This is an optimization exercise on Yosys and OpenROAD, whose aim is small area and a short achievable clock period, not a production implementation. For this run, only the layout was checked, not whether the RTL still works. The clock cells of this run come from the design's own scripts or RTL, not from TritonCTS. The flow treats the clock pin as an ideal source. Dropping or thinning the clock tree relies on that and would not hold on a real chip. Power is estimated from default activity; no workload was simulated.

--- design/flow/flow/run.sh ---
#!/bin/bash
# The standard layout (standard.sh) with these changes to how it is made:
#  - the port buffers are sky130 buf_1 rather than the resizer's default pick;
#  - before floorplanning every combinational cell is set to drive strength 1
#    (flow/downsize.tcl), so only the resizer's timing repair sizes cells up;
#  - the timing repair aims at a setup slack margin of SETUP_MARGIN ns;
#  - the clock port drives MCTS_K buffers that each drive the flip-flops of
#    one region (flow/cts_hook.tcl), instead of TritonCTS's two-level tree.
# Each tool's output goes to ORFS's own per-step logs under orfs/logs; make's
# output goes to standard.log.
export BUFFER_PORTS_ARGS="-buffer_cell sky130_fd_sc_hd__buf_1"
export SETUP_SLACK_MARGIN=${SETUP_MARGIN:-10.7}
export PRE_FLOORPLAN_TCL=$PWD/flow/downsize.tcl
export MCTS_K=${MCTS_K:-4}
export MCTS_CELL=${MCTS_CELL:-sky130_fd_sc_hd__buf_12}
export PRE_CTS_TCL=$PWD/flow/cts_hook.tcl
bash standard.sh > standard.log 2>&1
--- design/flow/flow/cts_hook.tcl ---
# Clock distribution with one level of buffers: the clock port drives
# K buffer cells, each driving the flip-flops of one region of the
# core (the flip-flops split into K groups of equal size by position).
proc manual_cts {K {cell sky130_fd_sc_hd__clkbuf_16}} {
  set block [ord::get_db_block]
  set clknet [$block findNet clk]
  set master [[ord::get_db] findMaster $cell]
  set sinks {}
  foreach it [$clknet getITerms] {
    set inst [$it getInst]
    set xy [$inst getLocation]
    lappend sinks [list $it [lindex $xy 0] [lindex $xy 1]]
  }
  # split along the longer side of the sinks' bounding box
  set xs [lsort -integer [lmap s $sinks {lindex $s 1}]]
  set ys [lsort -integer [lmap s $sinks {lindex $s 2}]]
  set idx [expr {([lindex $xs end] - [lindex $xs 0]) >= ([lindex $ys end] - [lindex $ys 0]) ? 1 : 2}]
  set sinks [lsort -integer -index $idx $sinks]
  set n [llength $sinks]
  for {set g 0} {$g < $K} {incr g} {
    set lo [expr {$g * $n / $K}]
    set hi [expr {($g + 1) * $n / $K - 1}]
    set grp [lrange $sinks $lo $hi]
    set inst [odb::dbInst_create $block $master "clkbuf_m_$g"]
    set net [odb::dbNet_create $block "clk_m_$g"]
    $net setSigType CLOCK
    [$inst findITerm A] connect $clknet
    [$inst findITerm X] connect $net
    set sx 0; set sy 0
    foreach s $grp {
      set it [lindex $s 0]
      $it disconnect
      $it connect $net
      incr sx [lindex $s 1]; incr sy [lindex $s 2]
    }
    set m [llength $grp]
    $inst setLocation [expr {$sx / $m}] [expr {$sy / $m}]
    $inst setPlacementStatus PLACED
  }
}

# Used as the PRE_CTS hook of the standard flow: build the one-level clock
# distribution here, then let cts.tcl go on (detailed placement, timing
# repair) with TritonCTS's own tree building turned into a no-op.
manual_cts $::env(MCTS_K) $::env(MCTS_CELL)
set_propagated_clock [all_clocks]
rename clock_tree_synthesis tritoncts_clock_tree_synthesis
proc clock_tree_synthesis {args} {
  puts "cts_hook.tcl: clock_tree_synthesis skipped (one-level clock buffers built in the PRE_CTS hook)"
}
--- design/flow/flow/downsize.tcl ---
# Start placement from the smallest drive of every combinational cell that
# synthesis sized up; the timing repair later in the flow sizes up again only
# the cells on paths that need it. Flip-flops are left as synthesis made them.
set db [ord::get_db]
set n 0
foreach inst [[ord::get_db_block] getInsts] {
  set m [[$inst getMaster] getName]
  if {[regexp {^(sky130_fd_sc_hd__([a-z0-9]+))_([0-9]+)$} $m -> base kind sz] && $sz > 1
      && ![string match df* $kind] && ![string match sdf* $kind] && ![string match dl* $kind]} {
    set nm [$db findMaster ${base}_1]
    if {$nm ne "NULL"} {
      $inst swapMaster $nm
      incr n
    }
  }
}
puts "downsize.tcl: $n cells set to drive strength 1"
--- design/flow/standard.sh ---
#!/bin/bash
# synth_recipe.tcl (not shown) runs the flow's synth.tcl, then flattens the netlist and writes it again
# the make line also repeats each setting of config.mk as NAME=value (left out here)
make -C /OpenROAD-flow-scripts/flow DESIGN_CONFIG=/design/flow/config.mk WORK_HOME=/design/flow/orfs CLKGATE_MAP_FILE= SYNTH_SCRIPT=/design/flow/synth_recipe.tcl "${@:-finish}"
--- design/flow/config.mk ---
export PLATFORM = sky130hd
export DESIGN_NAME = alu_top
export DESIGN_NICKNAME = alu_top
export VERILOG_FILES = /design/flow/design.v
export SDC_FILE = /design/flow/constraint.sdc
export NUM_CORES = 4
export LEC_CHECK = 0
export CAP_MARGIN = 20
export CORE_MARGIN = 2
export CORE_UTILIZATION = 40
export SLEW_MARGIN = 20
export SYNTH_HIERARCHICAL = 1
--- design/flow/constraint.sdc ---
create_clock -name core_clock -period 14.5 [get_ports {clk}]
set_input_delay 2.9000 -clock core_clock [delete_from_list [all_inputs] [get_ports {clk}]]
set_output_delay 2.9000 -clock core_clock [all_outputs]
set_load 0.01 [all_outputs]
--- design/flow/design.v ---
module alu_top(clk, a, b, op, out, carry_out, over_flow, zero);
input clk;
input [31:0] a, b;
input [2:0] op;
output reg [31:0] out;
output reg carry_out, over_flow, zero;
reg [31:0] a_r, b_r;
reg [2:0] op_r;
wire [31:0] alu_out;
wire alu_carry_out, alu_over_flow, alu_zero;
ALU alu_core(a_r, b_r, op_r, alu_out, alu_carry_out, alu_over_flow, alu_zero);
always @(posedge clk) begin
	a_r <= a;
	b_r <= b;
	op_r <= op;
	out <= alu_out;
	carry_out <= alu_carry_out;
	over_flow <= alu_over_flow;
	zero <= alu_zero;
end
endmodule

module lf_and2(a, b, y);
input a, b;
output y;
assign y = a & b;
endmodule
module lf_aoi21(a, b, c, y);
input a, b, c;
output y;
assign y = ~((a & b) | c);
endmodule
module lf_aoi21b(a, b, c, y);
input a, b, c;
output y;
assign y = ~((a & b) | ~c);
endmodule
module lf_inv(a, y);
input a;
output y;
assign y = ~a;
endmodule
module lf_mux2(s, a, b, y);
input s, a, b;
output y;
assign y = s ? b : a;
endmodule
module lf_mux2i(s, a, b, y);
input s, a, b;
output y;
assign y = ~(s ? b : a);
endmodule
module lf_nand2(a, b, y);
input a, b;
output y;
assign y = ~(a & b);
endmodule
module lf_nand4(a, b, c, d, y);
input a, b, c, d;
output y;
assign y = ~(a & b & c & d);
endmodule
module lf_nandn(a, b, y);
input a, b;
output y;
assign y = ~(~a & b);
endmodule
module lf_nor2(a, b, y);
input a, b;
output y;
assign y = ~(a | b);
endmodule
module lf_oai21(a, b, c, y);
input a, b, c;
output y;
assign y = ~((a | b) & c);
endmodule
module lf_oai21b(a, b, c, y);
input a, b, c;
output y;
assign y = ~((a | b) & ~c);
endmodule
module lf_oai22(a, b, c, d, y);
input a, b, c, d;
output y;
assign y = ~((a | b) & (c | d));
endmodule
module lf_xnor2(a, b, y);
input a, b;
output y;
assign y = ~(a ^ b);
endmodule
module lf_xor2(a, b, y);
input a, b;
output y;
assign y = a ^ b;
endmodule
module ALU(a, b, addr, out, carry_out, over_flow, zero);
input [31:0] a, b;
input [2:0] addr;
output [31:0] out;
output carry_out, over_flow, zero;
wire op3 = (addr == 3'd3);
wire bi  = (addr == 3'd1) | op3;             
wire inv = (addr == 3'd5) | (addr == 3'd6);  
wire ci  = bi | inv;                         
wire cin_n = ~ci;
wire epn = (addr == 3'd3) | (addr == 3'd4) | (addr == 3'd5);  
wire egn = ~addr[2];                                           
wire ec  = (addr == 3'd0) | (addr == 3'd1);
wire ecn = ~ec;
wire q_1;
wire q_2;
wire q_3;
wire q_4;
wire q_5;
wire q_6;
wire q_7;
wire q_8;
wire q_9;
wire q_10;
wire q_11;
wire q_12;
wire q_13;
wire q_14;
wire q_15;
wire q_16;
wire q_17;
wire q_18;
wire q_19;
wire q_20;
wire q_21;
wire q_22;
wire q_23;
wire q_24;
wire q_25;
wire q_26;
wire q_27;
wire q_28;
wire q_29;
wire q_30;
wire q_31;
wire q_32;
wire bin_33;
wire bin_34;
wire bin_35;
wire bin_36;
wire bin_37;
wire bin_38;
wire bin_39;
wire bin_40;
wire pn_41;
wire pn_42;
wire pn_43;
wire pn_44;
wire pn_45;
wire pn_46;
wire pn_47;
wire pn_48;
wire pn_49;
wire pn_50;
wire pn_51;
wire pn_52;
wire pn_53;
wire pn_54;
wire pn_55;
wire pn_56;
wire pn_57;
wire pn_58;
wire pn_59;
wire pn_60;
wire pn_61;
wire pn_62;
wire pn_63;
wire pn_64;
wire pn_65;
wire pn_66;
wire pn_67;
wire pn_68;
wire pn_69;
wire pn_70;
wire pn_71;
wire pn_72;
wire gn_73;
wire gn_74;
wire gn_75;
wire gn_76;
wire gn_77;
wire gn_78;
wire gn_79;
wire gn_80;
wire gn_81;
wire gn_82;
wire gn_83;
wire gn_84;
wire gn_85;
wire gn_86;
wire gn_87;
wire gn_88;
wire gn_89;
wire gn_90;
wire gn_91;
wire gn_92;
wire gn_93;
wire gn_94;
wire gn_95;
wire gn_96;
wire gn_97;
wire gn_98;
wire gn_99;
wire gn_100;
wire gn_101;
wire gn_102;
wire gn_103;
wire gn_104;
wire G_105;
wire G_106;
wire G_107;
wire G_108;
wire G_109;
wire P_110;
wire G_111;
wire P_112;
wire G_113;
wire P_114;
wire G_115;
wire P_116;
wire G_117;
wire P_118;
wire G_119;
wire P_120;
wire G_121;
wire P_122;
wire G_123;
wire P_124;
wire G_125;
wire P_126;
wire G_127;
wire P_128;
wire G_129;
wire P_130;
wire G_131;
wire P_132;
wire G_133;
wire P_134;
wire G_135;
wire P_136;
wire G_137;
wire P_138;
wire G_139;
wire G_140;
wire P_141;
wire G_142;
wire P_143;
wire G_144;
wire P_145;
wire G_146;
wire P_147;
wire G_148;
wire P_149;
wire G_150;
wire P_151;
wire G_152;
wire P_153;
wire G_154;
wire G_155;
wire P_156;
wire G_157;
wire P_158;
wire G_159;
wire P_160;
wire G_161;
wire G_162;
wire P_163;
wire G_164;
wire i_165;
wire G_166;
wire i_167;
wire G_168;
wire G_169;
wire i_170;
wire G_171;
wire i_172;
wire G_173;
wire G_174;
wire i_175;
wire G_176;
wire i_177;
wire G_178;
wire G_179;
wire G_180;
wire i_181;
wire G_182;
wire i_183;
wire G_184;
wire G_185;
wire i_186;
wire G_187;
wire i_188;
wire G_189;
wire G_190;
wire G_191;
wire i_192;
wire G_193;
wire G_194;
wire i_195;
wire G_196;
wire i_197;
wire G_198;
wire G_199;
wire i_200;
wire G_201;
wire G_202;
wire G_203;
wire i_204;
wire G_205;
wire L_206;
wire L_207;
wire kn_208;
wire M_209;
wire L_210;
wire k_211;
wire M_212;
wire L_213;
wire M_214;
wire L_215;
wire M_216;
wire L_217;
wire M_218;
wire L_219;
wire M_220;
wire L_221;
wire M_222;
wire L_223;
wire M_224;
wire L_225;
wire M_226;
wire L_227;
wire M_228;
wire L_229;
wire M_230;
wire L_231;
wire M_232;
wire L_233;
wire M_234;
wire L_235;
wire M_236;
wire L_237;
wire M_238;
wire L_239;
wire kn_240;
wire M_241;
wire L_242;
wire k_243;
wire M_244;
wire L_245;
wire M_246;
wire L_247;
wire M_248;
wire L_249;
wire M_250;
wire L_251;
wire M_252;
wire L_253;
wire M_254;
wire L_255;
wire M_256;
wire L_257;
wire M_258;
wire L_259;
wire M_260;
wire L_261;
wire M_262;
wire L_263;
wire M_264;
wire L_265;
wire M_266;
wire L_267;
wire M_268;
wire L_269;
wire M_270;
wire L_271;
wire M_272;
wire z_273;
wire z_274;
wire z_275;
wire z_276;
wire z_277;
wire z_278;
wire z_279;
wire z_280;
wire z_281;
wire z_282;
wire z_283;
wire z_284;
wire z_285;
wire z_286;
wire z_287;
wire z_288;
wire z_289;
wire z_290;
wire z_291;
wire z_292;
wire z_293;
wire z_294;
wire mb0;
wire c31 = ~G_205;
wire c32 = G_164;
wire p31 = ~pn_72;
wire k1 = (op3 & ~p31) | inv;
wire k0 = (op3 & p31) | inv;
wire m1 = (ec & ci) | k1;
wire m0 = (ec & ci) | k0;
assign carry_out = c32 ^ inv;
assign over_flow = c31 ^ c32;
  lf_xnor2 u0 (.a(a[0]), .b(b[0]), .y(q_1));
  lf_xnor2 u1 (.a(a[1]), .b(b[1]), .y(q_2));
  lf_xnor2 u2 (.a(a[2]), .b(b[2]), .y(q_3));
  lf_xnor2 u3 (.a(a[3]), .b(b[3]), .y(q_4));
  lf_xnor2 u4 (.a(a[4]), .b(b[4]), .y(q_5));
  lf_xnor2 u5 (.a(a[5]), .b(b[5]), .y(q_6));
  lf_xnor2 u6 (.a(a[6]), .b(b[6]), .y(q_7));
  lf_xnor2 u7 (.a(a[7]), .b(b[7]), .y(q_8));
  lf_xnor2 u8 (.a(a[8]), .b(b[8]), .y(q_9));
  lf_xnor2 u9 (.a(a[9]), .b(b[9]), .y(q_10));
  lf_xnor2 u10 (.a(a[10]), .b(b[10]), .y(q_11));
  lf_xnor2 u11 (.a(a[11]), .b(b[11]), .y(q_12));
  lf_xnor2 u12 (.a(a[12]), .b(b[12]), .y(q_13));
  lf_xnor2 u13 (.a(a[13]), .b(b[13]), .y(q_14));
  lf_xnor2 u14 (.a(a[14]), .b(b[14]), .y(q_15));
  lf_xnor2 u15 (.a(a[15]), .b(b[15]), .y(q_16));
  lf_xnor2 u16 (.a(a[16]), .b(b[16]), .y(q_17));
  lf_xnor2 u17 (.a(a[17]), .b(b[17]), .y(q_18));
  lf_xnor2 u18 (.a(a[18]), .b(b[18]), .y(q_19));
  lf_xnor2 u19 (.a(a[19]), .b(b[19]), .y(q_20));
  lf_xnor2 u20 (.a(a[20]), .b(b[20]), .y(q_21));
  lf_xnor2 u21 (.a(a[21]), .b(b[21]), .y(q_22));
  lf_xnor2 u22 (.a(a[22]), .b(b[22]), .y(q_23));
  lf_xnor2 u23 (.a(a[23]), .b(b[23]), .y(q_24));
  lf_xnor2 u24 (.a(a[24]), .b(b[24]), .y(q_25));
  lf_xnor2 u25 (.a(a[25]), .b(b[25]), .y(q_26));
  lf_xnor2 u26 (.a(a[26]), .b(b[26]), .y(q_27));
  lf_xnor2 u27 (.a(a[27]), .b(b[27]), .y(q_28));
  lf_xnor2 u28 (.a(a[28]), .b(b[28]), .y(q_29));
  lf_xnor2 u29 (.a(a[29]), .b(b[29]), .y(q_30));
  lf_xnor2 u30 (.a(a[30]), .b(b[30]), .y(q_31));
  lf_xnor2 u31 (.a(a[31]), .b(b[31]), .y(q_32));
  lf_nandn u32 (.a(addr[2]), .b(addr[0]), .y(bin_33));
  lf_nandn u33 (.a(addr[2]), .b(addr[0]), .y(bin_34));
  lf_nandn u34 (.a(addr[2]), .b(addr[0]), .y(bin_35));
  lf_nandn u35 (.a(addr[2]), .b(addr[0]), .y(bin_36));
  lf_nandn u36 (.a(addr[2]), .b(addr[0]), .y(bin_37));
  lf_nandn u37 (.a(addr[2]), .b(addr[0]), .y(bin_38));
  lf_nandn u38 (.a(addr[2]), .b(addr[0]), .y(bin_39));
  lf_nandn u39 (.a(addr[2]), .b(addr[0]), .y(bin_40));
  lf_xnor2 u40 (.a(q_1), .b(bin_33), .y(pn_41));
  lf_xnor2 u41 (.a(q_2), .b(bin_33), .y(pn_42));
  lf_xnor2 u42 (.a(q_3), .b(bin_33), .y(pn_43));
  lf_xnor2 u43 (.a(q_4), .b(bin_33), .y(pn_44));
  lf_xnor2 u44 (.a(q_5), .b(bin_34), .y(pn_45));
  lf_xnor2 u45 (.a(q_6), .b(bin_34), .y(pn_46));
  lf_xnor2 u46 (.a(q_7), .b(bin_34), .y(pn_47));
  lf_xnor2 u47 (.a(q_8), .b(bin_34), .y(pn_48));
  lf_xnor2 u48 (.a(q_9), .b(bin_35), .y(pn_49));
  lf_xnor2 u49 (.a(q_10), .b(bin_35), .y(pn_50));
  lf_xnor2 u50 (.a(q_11), .b(bin_35), .y(pn_51));
  lf_xnor2 u51 (.a(q_12), .b(bin_35), .y(pn_52));
  lf_xnor2 u52 (.a(q_13), .b(bin_36), .y(pn_53));
  lf_xnor2 u53 (.a(q_14), .b(bin_36), .y(pn_54));
  lf_xnor2 u54 (.a(q_15), .b(bin_36), .y(pn_55));
  lf_xnor2 u55 (.a(q_16), .b(bin_36), .y(pn_56));
  lf_xnor2 u56 (.a(q_17), .b(bin_37), .y(pn_57));
  lf_xnor2 u57 (.a(q_18), .b(bin_37), .y(pn_58));
  lf_xnor2 u58 (.a(q_19), .b(bin_37), .y(pn_59));
  lf_xnor2 u59 (.a(q_20), .b(bin_37), .y(pn_60));
  lf_xnor2 u60 (.a(q_21), .b(bin_38), .y(pn_61));
  lf_xnor2 u61 (.a(q_22), .b(bin_38), .y(pn_62));
  lf_xnor2 u62 (.a(q_23), .b(bin_38), .y(pn_63));
  lf_xnor2 u63 (.a(q_24), .b(bin_38), .y(pn_64));
  lf_xnor2 u64 (.a(q_25), .b(bin_39), .y(pn_65));
  lf_xnor2 u65 (.a(q_26), .b(bin_39), .y(pn_66));
  lf_xnor2 u66 (.a(q_27), .b(bin_39), .y(pn_67));
  lf_xnor2 u67 (.a(q_28), .b(bin_39), .y(pn_68));
  lf_xnor2 u68 (.a(q_29), .b(bin_40), .y(pn_69));
  lf_xnor2 u69 (.a(q_30), .b(bin_40), .y(pn_70));
  lf_xnor2 u70 (.a(q_31), .b(bin_40), .y(pn_71));
  lf_xnor2 u71 (.a(q_32), .b(bin_40), .y(pn_72));
  lf_nand2 u72 (.a(a[0]), .b(pn_41), .y(gn_73));
  lf_nand2 u73 (.a(a[1]), .b(pn_42), .y(gn_74));
  lf_nand2 u74 (.a(a[2]), .b(pn_43), .y(gn_75));
  lf_nand2 u75 (.a(a[3]), .b(pn_44), .y(gn_76));
  lf_nand2 u76 (.a(a[4]), .b(pn_45), .y(gn_77));
  lf_nand2 u77 (.a(a[5]), .b(pn_46), .y(gn_78));
  lf_nand2 u78 (.a(a[6]), .b(pn_47), .y(gn_79));
  lf_nand2 u79 (.a(a[7]), .b(pn_48), .y(gn_80));
  lf_nand2 u80 (.a(a[8]), .b(pn_49), .y(gn_81));
  lf_nand2 u81 (.a(a[9]), .b(pn_50), .y(gn_82));
  lf_nand2 u82 (.a(a[10]), .b(pn_51), .y(gn_83));
  lf_nand2 u83 (.a(a[11]), .b(pn_52), .y(gn_84));
  lf_nand2 u84 (.a(a[12]), .b(pn_53), .y(gn_85));
  lf_nand2 u85 (.a(a[13]), .b(pn_54), .y(gn_86));
  lf_nand2 u86 (.a(a[14]), .b(pn_55), .y(gn_87));
  lf_nand2 u87 (.a(a[15]), .b(pn_56), .y(gn_88));
  lf_nand2 u88 (.a(a[16]), .b(pn_57), .y(gn_89));
  lf_nand2 u89 (.a(a[17]), .b(pn_58), .y(gn_90));
  lf_nand2 u90 (.a(a[18]), .b(pn_59), .y(gn_91));
  lf_nand2 u91 (.a(a[19]), .b(pn_60), .y(gn_92));
  lf_nand2 u92 (.a(a[20]), .b(pn_61), .y(gn_93));
  lf_nand2 u93 (.a(a[21]), .b(pn_62), .y(gn_94));
  lf_nand2 u94 (.a(a[22]), .b(pn_63), .y(gn_95));
  lf_nand2 u95 (.a(a[23]), .b(pn_64), .y(gn_96));
  lf_nand2 u96 (.a(a[24]), .b(pn_65), .y(gn_97));
  lf_nand2 u97 (.a(a[25]), .b(pn_66), .y(gn_98));
  lf_nand2 u98 (.a(a[26]), .b(pn_67), .y(gn_99));
  lf_nand2 u99 (.a(a[27]), .b(pn_68), .y(gn_100));
  lf_nand2 u100 (.a(a[28]), .b(pn_69), .y(gn_101));
  lf_nand2 u101 (.a(a[29]), .b(pn_70), .y(gn_102));
  lf_nand2 u102 (.a(a[30]), .b(pn_71), .y(gn_103));
  lf_nand2 u103 (.a(a[31]), .b(pn_72), .y(gn_104));
  lf_nor2 u104 (.a(b[0]), .b(ci), .y(G_105));
  lf_mux2i u105 (.s(b[0]), .a(bi), .b(inv), .y(G_106));
  lf_mux2 u106 (.s(a[0]), .a(G_106), .b(G_105), .y(G_107));
  lf_oai21 u107 (.a(pn_42), .b(G_107), .c(gn_74), .y(G_108));
  lf_oai21 u108 (.a(pn_44), .b(gn_75), .c(gn_76), .y(G_109));
  lf_nor2 u109 (.a(pn_44), .b(pn_43), .y(P_110));
  lf_oai21 u110 (.a(pn_46), .b(gn_77), .c(gn_78), .y(G_111));
  lf_nor2 u111 (.a(pn_46), .b(pn_45), .y(P_112));
  lf_oai21 u112 (.a(pn_48), .b(gn_79), .c(gn_80), .y(G_113));
  lf_nor2 u113 (.a(pn_48), .b(pn_47), .y(P_114));
  lf_oai21 u114 (.a(pn_50), .b(gn_81), .c(gn_82), .y(G_115));
  lf_nor2 u115 (.a(pn_50), .b(pn_49), .y(P_116));
  lf_oai21 u116 (.a(pn_52), .b(gn_83), .c(gn_84), .y(G_117));
  lf_nor2 u117 (.a(pn_52), .b(pn_51), .y(P_118));
  lf_oai21 u118 (.a(pn_54), .b(gn_85), .c(gn_86), .y(G_119));
  lf_nor2 u119 (.a(pn_54), .b(pn_53), .y(P_120));
  lf_oai21 u120 (.a(pn_56), .b(gn_87), .c(gn_88), .y(G_121));
  lf_nor2 u121 (.a(pn_56), .b(pn_55), .y(P_122));
  lf_oai21 u122 (.a(pn_58), .b(gn_89), .c(gn_90), .y(G_123));
  lf_nor2 u123 (.a(pn_58), .b(pn_57), .y(P_124));
  lf_oai21 u124 (.a(pn_60), .b(gn_91), .c(gn_92), .y(G_125));
  lf_nor2 u125 (.a(pn_60), .b(pn_59), .y(P_126));
  lf_oai21 u126 (.a(pn_62), .b(gn_93), .c(gn_94), .y(G_127));
  lf_nor2 u127 (.a(pn_62), .b(pn_61), .y(P_128));
  lf_oai21 u128 (.a(pn_64), .b(gn_95), .c(gn_96), .y(G_129));
  lf_nor2 u129 (.a(pn_64), .b(pn_63), .y(P_130));
  lf_oai21 u130 (.a(pn_66), .b(gn_97), .c(gn_98), .y(G_131));
  lf_nor2 u131 (.a(pn_66), .b(pn_65), .y(P_132));
  lf_oai21 u132 (.a(pn_68), .b(gn_99), .c(gn_100), .y(G_133));
  lf_nor2 u133 (.a(pn_68), .b(pn_67), .y(P_134));
  lf_oai21 u134 (.a(pn_70), .b(gn_101), .c(gn_102), .y(G_135));
  lf_nor2 u135 (.a(pn_70), .b(pn_69), .y(P_136));
  lf_oai21 u136 (.a(pn_72), .b(gn_103), .c(gn_104), .y(G_137));
  lf_nor2 u137 (.a(pn_72), .b(pn_71), .y(P_138));
  lf_aoi21 u138 (.a(P_110), .b(G_108), .c(G_109), .y(G_139));
  lf_aoi21 u139 (.a(P_114), .b(G_111), .c(G_113), .y(G_140));
  lf_nand2 u140 (.a(P_114), .b(P_112), .y(P_141));
  lf_aoi21 u141 (.a(P_118), .b(G_115), .c(G_117), .y(G_142));
  lf_nand2 u142 (.a(P_118), .b(P_116), .y(P_143));
  lf_aoi21 u143 (.a(P_122), .b(G_119), .c(G_121), .y(G_144));
  lf_nand2 u144 (.a(P_122), .b(P_120), .y(P_145));
  lf_aoi21 u145 (.a(P_126), .b(G_123), .c(G_125), .y(G_146));
  lf_nand2 u146 (.a(P_126), .b(P_124), .y(P_147));
  lf_aoi21 u147 (.a(P_130), .b(G_127), .c(G_129), .y(G_148));
  lf_nand2 u148 (.a(P_130), .b(P_128), .y(P_149));
  lf_aoi21 u149 (.a(P_134), .b(G_131), .c(G_133), .y(G_150));
  lf_nand2 u150 (.a(P_134), .b(P_132), .y(P_151));
  lf_aoi21 u151 (.a(P_138), .b(G_135), .c(G_137), .y(G_152));
  lf_nand2 u152 (.a(P_138), .b(P_136), .y(P_153));
  lf_oai21 u153 (.a(P_141), .b(G_139), .c(G_140), .y(G_154));
  lf_oai21 u154 (.a(P_145), .b(G_142), .c(G_144), .y(G_155));
  lf_nor2 u155 (.a(P_145), .b(P_143), .y(P_156));
  lf_oai21 u156 (.a(P_149), .b(G_146), .c(G_148), .y(G_157));
  lf_nor2 u157 (.a(P_149), .b(P_147), .y(P_158));
  lf_oai21 u158 (.a(P_153), .b(G_150), .c(G_152), .y(G_159));
  lf_nor2 u159 (.a(P_153), .b(P_151), .y(P_160));
  lf_aoi21 u160 (.a(P_156), .b(G_154), .c(G_155), .y(G_161));
  lf_aoi21 u161 (.a(P_160), .b(G_157), .c(G_159), .y(G_162));
  lf_nand2 u162 (.a(P_160), .b(P_158), .y(P_163));
  lf_oai21 u163 (.a(P_163), .b(G_161), .c(G_162), .y(G_164));
  lf_inv u164 (.a(P_158), .y(i_165));
  lf_oai21b u165 (.a(i_165), .b(G_161), .c(G_157), .y(G_166));
  lf_inv u166 (.a(P_143), .y(i_167));
  lf_aoi21b u167 (.a(i_167), .b(G_154), .c(G_142), .y(G_168));
  lf_oai21 u168 (.a(P_147), .b(G_161), .c(G_146), .y(G_169));
  lf_inv u169 (.a(P_151), .y(i_170));
  lf_aoi21b u170 (.a(i_170), .b(G_166), .c(G_150), .y(G_171));
  lf_inv u171 (.a(P_112), .y(i_172));
  lf_oai21b u172 (.a(i_172), .b(G_139), .c(G_111), .y(G_173));
  lf_aoi21 u173 (.a(P_116), .b(G_154), .c(G_115), .y(G_174));
  lf_inv u174 (.a(P_120), .y(i_175));
  lf_oai21b u175 (.a(i_175), .b(G_168), .c(G_119), .y(G_176));
  lf_inv u176 (.a(P_124), .y(i_177));
  lf_oai21b u177 (.a(i_177), .b(G_161), .c(G_123), .y(G_178));
  lf_aoi21 u178 (.a(P_128), .b(G_169), .c(G_127), .y(G_179));
  lf_aoi21 u179 (.a(P_132), .b(G_166), .c(G_131), .y(G_180));
  lf_inv u180 (.a(P_136), .y(i_181));
  lf_oai21b u181 (.a(i_181), .b(G_171), .c(G_135), .y(G_182));
  lf_inv u182 (.a(pn_43), .y(i_183));
  lf_aoi21b u183 (.a(i_183), .b(G_108), .c(gn_75), .y(G_184));
  lf_oai21 u184 (.a(pn_45), .b(G_139), .c(gn_77), .y(G_185));
  lf_inv u185 (.a(pn_47), .y(i_186));
  lf_aoi21b u186 (.a(i_186), .b(G_173), .c(gn_79), .y(G_187));
  lf_inv u187 (.a(pn_49), .y(i_188));
  lf_aoi21b u188 (.a(i_188), .b(G_154), .c(gn_81), .y(G_189));
  lf_oai21 u189 (.a(pn_51), .b(G_174), .c(gn_83), .y(G_190));
  lf_oai21 u190 (.a(pn_53), .b(G_168), .c(gn_85), .y(G_191));
  lf_inv u191 (.a(pn_55), .y(i_192));
  lf_aoi21b u192 (.a(i_192), .b(G_176), .c(gn_87), .y(G_193));
  lf_oai21 u193 (.a(pn_57), .b(G_161), .c(gn_89), .y(G_194));
  lf_inv u194 (.a(pn_59), .y(i_195));
  lf_aoi21b u195 (.a(i_195), .b(G_178), .c(gn_91), .y(G_196));
  lf_inv u196 (.a(pn_61), .y(i_197));
  lf_aoi21b u197 (.a(i_197), .b(G_169), .c(gn_93), .y(G_198));
  lf_oai21 u198 (.a(pn_63), .b(G_179), .c(gn_95), .y(G_199));
  lf_inv u199 (.a(pn_65), .y(i_200));
  lf_aoi21b u200 (.a(i_200), .b(G_166), .c(gn_97), .y(G_201));
  lf_oai21 u201 (.a(pn_67), .b(G_180), .c(gn_99), .y(G_202));
  lf_oai21 u202 (.a(pn_69), .b(G_171), .c(gn_101), .y(G_203));
  lf_inv u203 (.a(pn_71), .y(i_204));
  lf_aoi21b u204 (.a(i_204), .b(G_182), .c(gn_103), .y(G_205));
  lf_oai22 u205 (.a(pn_41), .b(epn), .c(gn_73), .d(egn), .y(L_206));
  lf_xor2 u206 (.a(L_206), .b(mb0), .y(out[0]));
  lf_oai22 u207 (.a(pn_42), .b(epn), .c(gn_74), .d(egn), .y(L_207));
  lf_mux2i u208 (.s(G_164), .a(k0), .b(k1), .y(kn_208));
  lf_oai21 u209 (.a(G_107), .b(ecn), .c(kn_208), .y(M_209));
  lf_xor2 u210 (.a(L_207), .b(M_209), .y(out[1]));
  lf_oai22 u211 (.a(pn_43), .b(epn), .c(gn_75), .d(egn), .y(L_210));
  lf_mux2 u212 (.s(G_164), .a(k0), .b(k1), .y(k_211));
  lf_aoi21 u213 (.a(G_108), .b(ec), .c(k_211), .y(M_212));
  lf_xnor2 u214 (.a(L_210), .b(M_212), .y(out[2]));
  lf_oai22 u215 (.a(pn_44), .b(epn), .c(gn_76), .d(egn), .y(L_213));
  lf_oai21 u216 (.a(G_184), .b(ecn), .c(kn_208), .y(M_214));
  lf_xor2 u217 (.a(L_213), .b(M_214), .y(out[3]));
  lf_oai22 u218 (.a(pn_45), .b(epn), .c(gn_77), .d(egn), .y(L_215));
  lf_oai21 u219 (.a(G_139), .b(ecn), .c(kn_208), .y(M_216));
  lf_xor2 u220 (.a(L_215), .b(M_216), .y(out[4]));
  lf_oai22 u221 (.a(pn_46), .b(epn), .c(gn_78), .d(egn), .y(L_217));
  lf_aoi21 u222 (.a(G_185), .b(ec), .c(k_211), .y(M_218));
  lf_xnor2 u223 (.a(L_217), .b(M_218), .y(out[5]));
  lf_oai22 u224 (.a(pn_47), .b(epn), .c(gn_79), .d(egn), .y(L_219));
  lf_aoi21 u225 (.a(G_173), .b(ec), .c(k_211), .y(M_220));
  lf_xnor2 u226 (.a(L_219), .b(M_220), .y(out[6]));
  lf_oai22 u227 (.a(pn_48), .b(epn), .c(gn_80), .d(egn), .y(L_221));
  lf_oai21 u228 (.a(G_187), .b(ecn), .c(kn_208), .y(M_222));
  lf_xor2 u229 (.a(L_221), .b(M_222), .y(out[7]));
  lf_oai22 u230 (.a(pn_49), .b(epn), .c(gn_81), .d(egn), .y(L_223));
  lf_aoi21 u231 (.a(G_154), .b(ec), .c(k_211), .y(M_224));
  lf_xnor2 u232 (.a(L_223), .b(M_224), .y(out[8]));
  lf_oai22 u233 (.a(pn_50), .b(epn), .c(gn_82), .d(egn), .y(L_225));
  lf_oai21 u234 (.a(G_189), .b(ecn), .c(kn_208), .y(M_226));
  lf_xor2 u235 (.a(L_225), .b(M_226), .y(out[9]));
  lf_oai22 u236 (.a(pn_51), .b(epn), .c(gn_83), .d(egn), .y(L_227));
  lf_oai21 u237 (.a(G_174), .b(ecn), .c(kn_208), .y(M_228));
  lf_xor2 u238 (.a(L_227), .b(M_228), .y(out[10]));
  lf_oai22 u239 (.a(pn_52), .b(epn), .c(gn_84), .d(egn), .y(L_229));
  lf_aoi21 u240 (.a(G_190), .b(ec), .c(k_211), .y(M_230));
  lf_xnor2 u241 (.a(L_229), .b(M_230), .y(out[11]));
  lf_oai22 u242 (.a(pn_53), .b(epn), .c(gn_85), .d(egn), .y(L_231));
  lf_oai21 u243 (.a(G_168), .b(ecn), .c(kn_208), .y(M_232));
  lf_xor2 u244 (.a(L_231), .b(M_232), .y(out[12]));
  lf_oai22 u245 (.a(pn_54), .b(epn), .c(gn_86), .d(egn), .y(L_233));
  lf_aoi21 u246 (.a(G_191), .b(ec), .c(k_211), .y(M_234));
  lf_xnor2 u247 (.a(L_233), .b(M_234), .y(out[13]));
  lf_oai22 u248 (.a(pn_55), .b(epn), .c(gn_87), .d(egn), .y(L_235));
  lf_aoi21 u249 (.a(G_176), .b(ec), .c(k_211), .y(M_236));
  lf_xnor2 u250 (.a(L_235), .b(M_236), .y(out[14]));
  lf_oai22 u251 (.a(pn_56), .b(epn), .c(gn_88), .d(egn), .y(L_237));
  lf_oai21 u252 (.a(G_193), .b(ecn), .c(kn_208), .y(M_238));
  lf_xor2 u253 (.a(L_237), .b(M_238), .y(out[15]));
  lf_oai22 u254 (.a(pn_57), .b(epn), .c(gn_89), .d(egn), .y(L_239));
  lf_mux2i u255 (.s(G_164), .a(k0), .b(k1), .y(kn_240));
  lf_oai21 u256 (.a(G_161), .b(ecn), .c(kn_240), .y(M_241));
  lf_xor2 u257 (.a(L_239), .b(M_241), .y(out[16]));
  lf_oai22 u258 (.a(pn_58), .b(epn), .c(gn_90), .d(egn), .y(L_242));
  lf_mux2 u259 (.s(G_164), .a(k0), .b(k1), .y(k_243));
  lf_aoi21 u260 (.a(G_194), .b(ec), .c(k_243), .y(M_244));
  lf_xnor2 u261 (.a(L_242), .b(M_244), .y(out[17]));
  lf_oai22 u262 (.a(pn_59), .b(epn), .c(gn_91), .d(egn), .y(L_245));
  lf_aoi21 u263 (.a(G_178), .b(ec), .c(k_243), .y(M_246));
  lf_xnor2 u264 (.a(L_245), .b(M_246), .y(out[18]));
  lf_oai22 u265 (.a(pn_60), .b(epn), .c(gn_92), .d(egn), .y(L_247));
  lf_oai21 u266 (.a(G_196), .b(ecn), .c(kn_240), .y(M_248));
  lf_xor2 u267 (.a(L_247), .b(M_248), .y(out[19]));
  lf_oai22 u268 (.a(pn_61), .b(epn), .c(gn_93), .d(egn), .y(L_249));
  lf_aoi21 u269 (.a(G_169), .b(ec), .c(k_243), .y(M_250));
  lf_xnor2 u270 (.a(L_249), .b(M_250), .y(out[20]));
  lf_oai22 u271 (.a(pn_62), .b(epn), .c(gn_94), .d(egn), .y(L_251));
  lf_oai21 u272 (.a(G_198), .b(ecn), .c(kn_240), .y(M_252));
  lf_xor2 u273 (.a(L_251), .b(M_252), .y(out[21]));
  lf_oai22 u274 (.a(pn_63), .b(epn), .c(gn_95), .d(egn), .y(L_253));
  lf_oai21 u275 (.a(G_179), .b(ecn), .c(kn_240), .y(M_254));
  lf_xor2 u276 (.a(L_253), .b(M_254), .y(out[22]));
  lf_oai22 u277 (.a(pn_64), .b(epn), .c(gn_96), .d(egn), .y(L_255));
  lf_aoi21 u278 (.a(G_199), .b(ec), .c(k_243), .y(M_256));
  lf_xnor2 u279 (.a(L_255), .b(M_256), .y(out[23]));
  lf_oai22 u280 (.a(pn_65), .b(epn), .c(gn_97), .d(egn), .y(L_257));
  lf_aoi21 u281 (.a(G_166), .b(ec), .c(k_243), .y(M_258));
  lf_xnor2 u282 (.a(L_257), .b(M_258), .y(out[24]));
  lf_oai22 u283 (.a(pn_66), .b(epn), .c(gn_98), .d(egn), .y(L_259));
  lf_oai21 u284 (.a(G_201), .b(ecn), .c(kn_240), .y(M_260));
  lf_xor2 u285 (.a(L_259), .b(M_260), .y(out[25]));
  lf_oai22 u286 (.a(pn_67), .b(epn), .c(gn_99), .d(egn), .y(L_261));
  lf_oai21 u287 (.a(G_180), .b(ecn), .c(kn_240), .y(M_262));
  lf_xor2 u288 (.a(L_261), .b(M_262), .y(out[26]));
  lf_oai22 u289 (.a(pn_68), .b(epn), .c(gn_100), .d(egn), .y(L_263));
  lf_aoi21 u290 (.a(G_202), .b(ec), .c(k_243), .y(M_264));
  lf_xnor2 u291 (.a(L_263), .b(M_264), .y(out[27]));
  lf_oai22 u292 (.a(pn_69), .b(epn), .c(gn_101), .d(egn), .y(L_265));
  lf_oai21 u293 (.a(G_171), .b(ecn), .c(kn_240), .y(M_266));
  lf_xor2 u294 (.a(L_265), .b(M_266), .y(out[28]));
  lf_oai22 u295 (.a(pn_70), .b(epn), .c(gn_102), .d(egn), .y(L_267));
  lf_aoi21 u296 (.a(G_203), .b(ec), .c(k_243), .y(M_268));
  lf_xnor2 u297 (.a(L_267), .b(M_268), .y(out[29]));
  lf_oai22 u298 (.a(pn_71), .b(epn), .c(gn_103), .d(egn), .y(L_269));
  lf_aoi21 u299 (.a(G_182), .b(ec), .c(k_243), .y(M_270));
  lf_xnor2 u300 (.a(L_269), .b(M_270), .y(out[30]));
  lf_oai22 u301 (.a(pn_72), .b(epn), .c(gn_104), .d(egn), .y(L_271));
  lf_oai21 u302 (.a(G_205), .b(ecn), .c(kn_240), .y(M_272));
  lf_xor2 u303 (.a(L_271), .b(M_272), .y(out[31]));
  lf_nor2 u304 (.a(out[0]), .b(out[1]), .y(z_273));
  lf_nor2 u305 (.a(out[2]), .b(out[3]), .y(z_274));
  lf_nor2 u306 (.a(out[4]), .b(out[5]), .y(z_275));
  lf_nor2 u307 (.a(out[6]), .b(out[7]), .y(z_276));
  lf_nor2 u308 (.a(out[8]), .b(out[9]), .y(z_277));
  lf_nor2 u309 (.a(out[10]), .b(out[11]), .y(z_278));
  lf_nor2 u310 (.a(out[12]), .b(out[13]), .y(z_279));
  lf_nor2 u311 (.a(out[14]), .b(out[15]), .y(z_280));
  lf_nor2 u312 (.a(out[16]), .b(out[17]), .y(z_281));
  lf_nor2 u313 (.a(out[18]), .b(out[19]), .y(z_282));
  lf_nor2 u314 (.a(out[20]), .b(out[21]), .y(z_283));
  lf_nor2 u315 (.a(out[22]), .b(out[23]), .y(z_284));
  lf_nor2 u316 (.a(out[24]), .b(out[25]), .y(z_285));
  lf_nor2 u317 (.a(out[26]), .b(out[27]), .y(z_286));
  lf_nor2 u318 (.a(out[28]), .b(out[29]), .y(z_287));
  lf_nor2 u319 (.a(out[30]), .b(out[31]), .y(z_288));
  lf_nand4 u320 (.a(z_273), .b(z_274), .c(z_275), .d(z_276), .y(z_289));
  lf_nand4 u321 (.a(z_277), .b(z_278), .c(z_279), .d(z_280), .y(z_290));
  lf_nand4 u322 (.a(z_281), .b(z_282), .c(z_283), .d(z_284), .y(z_291));
  lf_nand4 u323 (.a(z_285), .b(z_286), .c(z_287), .d(z_288), .y(z_292));
  lf_nor2 u324 (.a(z_289), .b(z_290), .y(z_293));
  lf_nor2 u325 (.a(z_291), .b(z_292), .y(z_294));
  lf_and2 u326 (.a(z_293), .b(z_294), .y(zero));
lf_mux2 um (.s(c32), .a(m0), .b(m1), .y(mb0));   
endmodule
==> run notes <==
* CTS Hold Bufs at 0
* Starting density of the core at 0.4087
* Int Pwr at 0.0004678 W
* Clock Power Share at 0.162
* P_sw at 0.0002294 W
* Top sig layer: met4
* Max Cap Viol at 0
* Reg power frac at 0.500
* Wire length on met2 at 4286 um
* Die width at 106.2 um
* R2R Setup Slk at 11,000 ps
* Crit Path Max Fanout at 1
* Type of the worst setup path: reg2out
* I/O Pins at 103
* Clock latency on the worst-skew pair at 130 ps
* Mapped Cells at 451
* Met3 wire length at 372 um
* Endpoints failing setup at 0
* RSZ-0062 raised after global routing: false
* TNS Setup at 0 ps
* Dpl hpwl at 6834 um
* First-pass GRT wire length at 14,720 um
* Leak at 1.844 nW
* Top Family by Delay on Critical Path: flip-flops
* Filler cells at 1,014
* Post-layout min period at 3556 ps
* Clock Pin Slew Worst Setup and Hold Paths at 100 ps
* Pre-antenna DRT Iters at 4
* Fraction of layout cells with a size suffix above 1 at 0.03922
* Die Y at 106.2 um
* Detail Route Antenna Nets at 0
* Dpl ws at 9850 ps
* Tightest Pin Transition at 835.6 ps
* CP bufs+invs at 1
* Iter 0 DRT Violations at 54
* Post-Syn Nets at 519
* Drt via density at 4.855
* Critical Path AT at 660 ps
* Row count at 37
* Hold Vio Cnt, Final at 0
* HP Class: reg2reg
* Slowest cell on crit path: dfxtp_1
* RePlAce Congestion at 0.8383
* DR WL/cell at 13.16 um
* Synth warn at 7
* Nets at 631
* Pwr Density at 140.8 mW/mm^2
* GRT Resource Usage Total at 0.1552
* # DRC at 0
* Layout Skew at 8.425 ps
* Met1 Wirelength at 4426 um
* # diodes at 0
* Via count at 3,384
* Critical Path Sink Type: output pin
* Worst vdd ir at 0.00005443 V
* Final setup margin at 10,940 ps
* CP cell instances: buf_1
* Run status: timing/DRC/antenna clean
* Crit path launch type: flip-flop
* Vias in the first global route at 3,235
* GR Overflow Total at 0
* Period utilization at 0.2453
* Logic pwr share at 0.338
* Largest net degree at the start of global routing at 34
* WL final at 9173 um
* Die ar. at 0.01129 mm^2
* Initial antenna violation count at 0
* PortBufs at 102
* Sw Share at 0.3290
* Worst Path Required at 11,600 ps
* Max Fclk at 281.2 MHz
* Max-slew violations at 0
* Slew headroom at 0.4370
* Core box area at 0.01023 mm^2
* Max incr delay on CP at 370 ps
[through the flow]
step                instances  instance area, um^2  total power (W)  hold slack (ps)    util
floorplan                 451                 4182        0.0005074            606.8       -
global placement          690                 4746        0.0005744            657.3  0.4639
detailed placement        690                 4746        0.0005762            669.0  0.4639
CTS                       695                 4883        0.0006960            673.0  0.4773
global route              697                 4952        0.0007430            712.2  0.4840
finish                    697                 4952        0.0006972            666.5  0.4840
[metal layers]
metal | track usage | vias up
met5 | 0 | -
met4 | 0.01504 | 0
met3 | 0.01042 | 7
met2 | 0.2743 | 74
met1 | 0.2157 | 1552
li1 | - | 1751
[cells in the final DEF (no fill, tap or decap), types with 2 or more instances in the layout]
cell,n
a21boi_1,10
a21o_1,2
a21oi_1,26
buf_1,102
buf_12,5
buf_4,2
dfxtp_1,99
dfxtp_2,2
inv_1,18
mux2_1,2
mux2_4,2
mux2i_4,2
nand2_1,43
nand2b_1,8
nand4_1,4
nor2_1,38
o21ai_0,4
o21ai_1,42
o21ai_2,2
o21ai_4,2
o21bai_1,4
o22ai_1,32
xnor2_1,82
xor2_1,18
[sequential cells by signal (all words and copies together) (netlist names)]
| name | cells |
|---|---|
| a_r | 32 |
| b_r | 32 |
| carry_out | 1 |
| op_r | 3 |
| out | 32 |
| over_flow | 1 |
| zero | 1 |
[layout make-up]
type                    instances  area [um^2]  share of cell area
multi-input cells             330         2150              0.4341
well taps                     136        170.2             0.03436
plain buffers                   4        80.08             0.01617
repair buffers                106        432.9             0.08742
flip-flops and latches        102         2048              0.4136
inverters                      19        71.32             0.01440
[power groups by stage]
stage | clock network [W] | logic, W | registers [W]
floorplan | 0 | 0.000137 | 0.000370
global placement | 0 | 0.000220 | 0.000354
detailed placement | 0 | 0.000222 | 0.000355
CTS | 0.000117 | 0.000229 | 0.000349
global route | 0.000130 | 0.000260 | 0.000353
finish | 0.000113 | 0.000235 | 0.000349
[path summary, 6_finish.rpt]
path,start,endpoint,cells past startpoint
setup / recovery,zero$_DFF_P_,zero,1
hold / removal,op_r[2]$_DFF_P_,carry_out$_DFF_P_,2
setup reg to reg,op_r[0]$_DFF_P_,zero$_DFF_P_,18
hold reg to reg,op_r[2]$_DFF_P_,carry_out$_DFF_P_,2
[what timing repair did]
action,4_1_cts,5_1_grt
setup buffers,1,1
setup endpoints to repair,32,1
endpoints found under the hold margin,0,0
resized for setup,13,8
pin swaps,1,1

==> static timing again, ports no longer ideal <==
The results above use ideal ports. As a check the final layout listed here was re-extracted and re-timed, cells and wires unchanged.
Step 1 sets driving cells, clkbuf_16 on the clock port and buf_2 on the other inputs (assumed; they add their load-dependent delay and slew).
Step 2 moves the port delays by t, midway between the first and last clock arrival at a register: inputs arrive t later, outputs are due t later. That takes back most of the time a late clock gives input paths.
a / b / c = ideal / step 1 / step 2; a / b = the first two.
shift t [ns]: 0.207
setup WS [ns]: 10.944 / 10.868 / 11.004
worst register clock-pin slew, ns: 0.10 / 0.10
pins driven straight from the clock port: 4
After both steps this run still meets setup and hold. The setup slack of this run moves by -0.076 ns with the drivers and by +0.060 ns with both steps.
